Source: an optimization exercise on an open RTL-to-GDS flow (aim: small area, a short achievable clock period and few clock cycles). Production flows keep margins and buffers that such runs may drop.
Only simulation tests tie the RTL to the original design; equivalence was not proved.

==> flow/design.v (excerpt) <==
module ieee754multiplier (
    input logic clk, rst_n,
    input logic [31:0] a_i,
    input logic [31:0] b_i,
    input logic start_i,
    output logic done_o,
    output logic nan_o,
    output logic inifinit_o,
    output logic overflow_o,
    output logic underflow_o,
    output logic [31:0] product_o
);
logic [47:0] m;
logic        zero, sign, norm;
logic [9:0]  esum, e0, e1;
logic neg0;
logic one0;
logic two0;
logic pp1;
logic pp2;
logic pp3;
logic pp4;
logic pp5;
logic pp6;
logic pp7;
logic pp8;
logic pp9;
logic pp10;
logic pp11;
logic pp12;
logic pp13;
logic pp14;
logic pp15;
logic pp16;
logic pp17;
logic pp18;
logic pp19;
logic pp20;
logic pp21;
logic pp22;
logic pp23;
logic pp24;
logic pp25;
logic ns26;
logic neg1;
logic one1;
logic two1;
logic pp27;
logic pp28;
logic pp29;
logic pp30;
logic pp31;
logic pp32;
logic pp33;
logic pp34;
logic pp35;
logic pp36;
logic pp37;
logic pp38;
logic pp39;
logic pp40;
logic pp41;
logic pp42;
logic pp43;
logic pp44;
logic pp45;
logic pp46;
logic pp47;
logic pp48;
  ...
Size: about 1900 cells after synthesis, about 100 I/O pins, about 16000 um2 of cells after synthesis.
export LEC_CHECK = 0
export ABC_AREA = 1
export CAP_MARGIN = 20
export CORE_MARGIN = 2
export CORE_UTILIZATION = 50
export SETUP_SLACK_MARGIN = 0.75
export SLEW_MARGIN = 20
export SYNTH_HIERARCHICAL = 1
create_clock -name core_clock -period 9.0 [get_ports {clk}]
standard.sh (not shown) runs the stock make flow with config.mk's settings and CLKGATE_MAP_FILE= SYNTH_SCRIPT=/design/flow/synth_recipe.tcl, a recipe that flattens the netlist after the stock synthesis.
==> flow/flow/run.sh <==
#!/bin/bash
# The standard layout (the standard.sh: the standard synthesis and the
# ORFS steps to finish), except that the port buffers that global placement
# inserts are buf_2 cells instead of the tool's default pick.
set -euo pipefail
export BUFFER_PORTS_ARGS="-buffer_cell sky130_fd_sc_hd__buf_2"
bash standard.sh > standard.log 2>&1
The starting point completed without violations.
Testbench counts at the start, summed over its fixed seeds: cycles 3,208.
Rerun with:
==> flow/flow/run.sh (replaced) <==
#!/bin/bash
# The standard layout (the standard.sh: the standard synthesis and the
# ORFS steps to finish), except that the port buffers that global placement
# inserts are buf_1 cells instead of the tool's default pick.
set -euo pipefail
export BUFFER_PORTS_ARGS="-buffer_cell sky130_fd_sc_hd__buf_1"
bash standard.sh > standard.log 2>&1
--- a/flow/config.mk
+++ b/flow/config.mk
@@ -10,5 +10,6 @@
 export CORE_MARGIN = 2
 export CORE_UTILIZATION = 50
-export SETUP_SLACK_MARGIN = 0.75
+export PLACE_DENSITY = 0.8
+export SETUP_SLACK_MARGIN = 1
 export SLEW_MARGIN = 20
 export SYNTH_HIERARCHICAL = 1
Outcome: Setup slack improved by 200 ps; count of clock-buffer cells in the layout is unchanged; maximum frequency went up by 2.6%; routed wire length rose by 0.36%; final cell count rose by 0.84%; global-route usage is lower by 1.1 points; final area increases by 1.3%; die area does not change.

Setup of middle:
ieee754multiplier, a different RTL version from the one above (not shown whole).
For scale: ~1900 cells after synthesis, about 100 I/O pins.
// ieee754multiplier
module ieee754multiplier (
    input logic clk, rst_n,
    input logic [31:0] a_i,
    input logic [31:0] b_i,
    input logic start_i,
    output logic done_o,
    output logic nan_o,
    output logic inifinit_o,
    output logic overflow_o,
    output logic underflow_o,
    output logic [31:0] product_o
);
export LEC_CHECK = 0
export ABC_AREA = 1
export CAP_MARGIN = 20
export CORE_MARGIN = 2
export CORE_UTILIZATION = 50
export SETUP_SLACK_MARGIN = 0.75
export SLEW_MARGIN = 20
export SYNTH_HIERARCHICAL = 1
create_clock -name core_clock -period 9.0 [get_ports {clk}]
==> flow/flow/run.sh <==
#!/bin/bash
# The standard layout (the standard.sh: the standard synthesis and the
# ORFS steps to finish), except that the port buffers that global placement
# inserts are buf_1 cells instead of the tool's default pick.
set -euo pipefail
export BUFFER_PORTS_ARGS="-buffer_cell sky130_fd_sc_hd__buf_1"
bash standard.sh > standard.log 2>&1
Testbench counts of middle, summed over its fixed seeds: cycles 3,208.
Changes in east relative to middle:
- a change of SETUP_SLACK_MARGIN from 0.75 to 1.25
- a change of CAP_MARGIN from 20 to 5
- a change of SLEW_MARGIN from 20 to 5
Results
The number of vias after detailed routing number comes out lower for middle vs east. Compared with middle, east shows a net total in the final layout that is 8 higher. Higher synthesis-to-layout area growth goes to east over middle. Relative area of non-clock buffer cells in the final design for east is higher than for middle. | area used by multi-input combinational logic | lower: middle |. east: all stages complete, timing, DRC and antenna checks passed. There was hardly any difference in first-pass GRT wire length between east and middle.

[what the ideal ports hide]
How much do the figures lean on ideal ports? The routed layouts below were timed once more, with nothing changed but the port constraints. Step 1 (the two cells are an assumption about what drives the block):
set clk [get_ports {clk}]
set_driving_cell -lib_cell sky130_fd_sc_hd__clkbuf_16 $clk
set_driving_cell -lib_cell sky130_fd_sc_hd__buf_2 [delete_from_list [all_inputs] $clk]
Step 2 adds t to the input delays and takes it off the output delays; t is the mean of the earliest and latest rising clock arrival at the registers after step 1. Input paths then give back, and output paths get back, about the clock's delay inside the block. Three values: no drivers, after step 1, after step 2; two values: the first two.
run	t, ns	slack for setup (ns)	worst setup path at the end
the first run of note 1	0.315	1.013 / 1.001 / 0.686	input to register
the second run of note 1	0.302	1.215 / 1.165 / 0.863	input to register
middle	0.310	1.138 / 1.093 / 0.783	input to register
east	0.310	1.403 / 1.416 / 1.105	input to register
After both steps every run listed still meets setup and hold. The setup slack of middle, which loses most, moves by -0.045 ns with the drivers and by -0.355 ns with both steps.
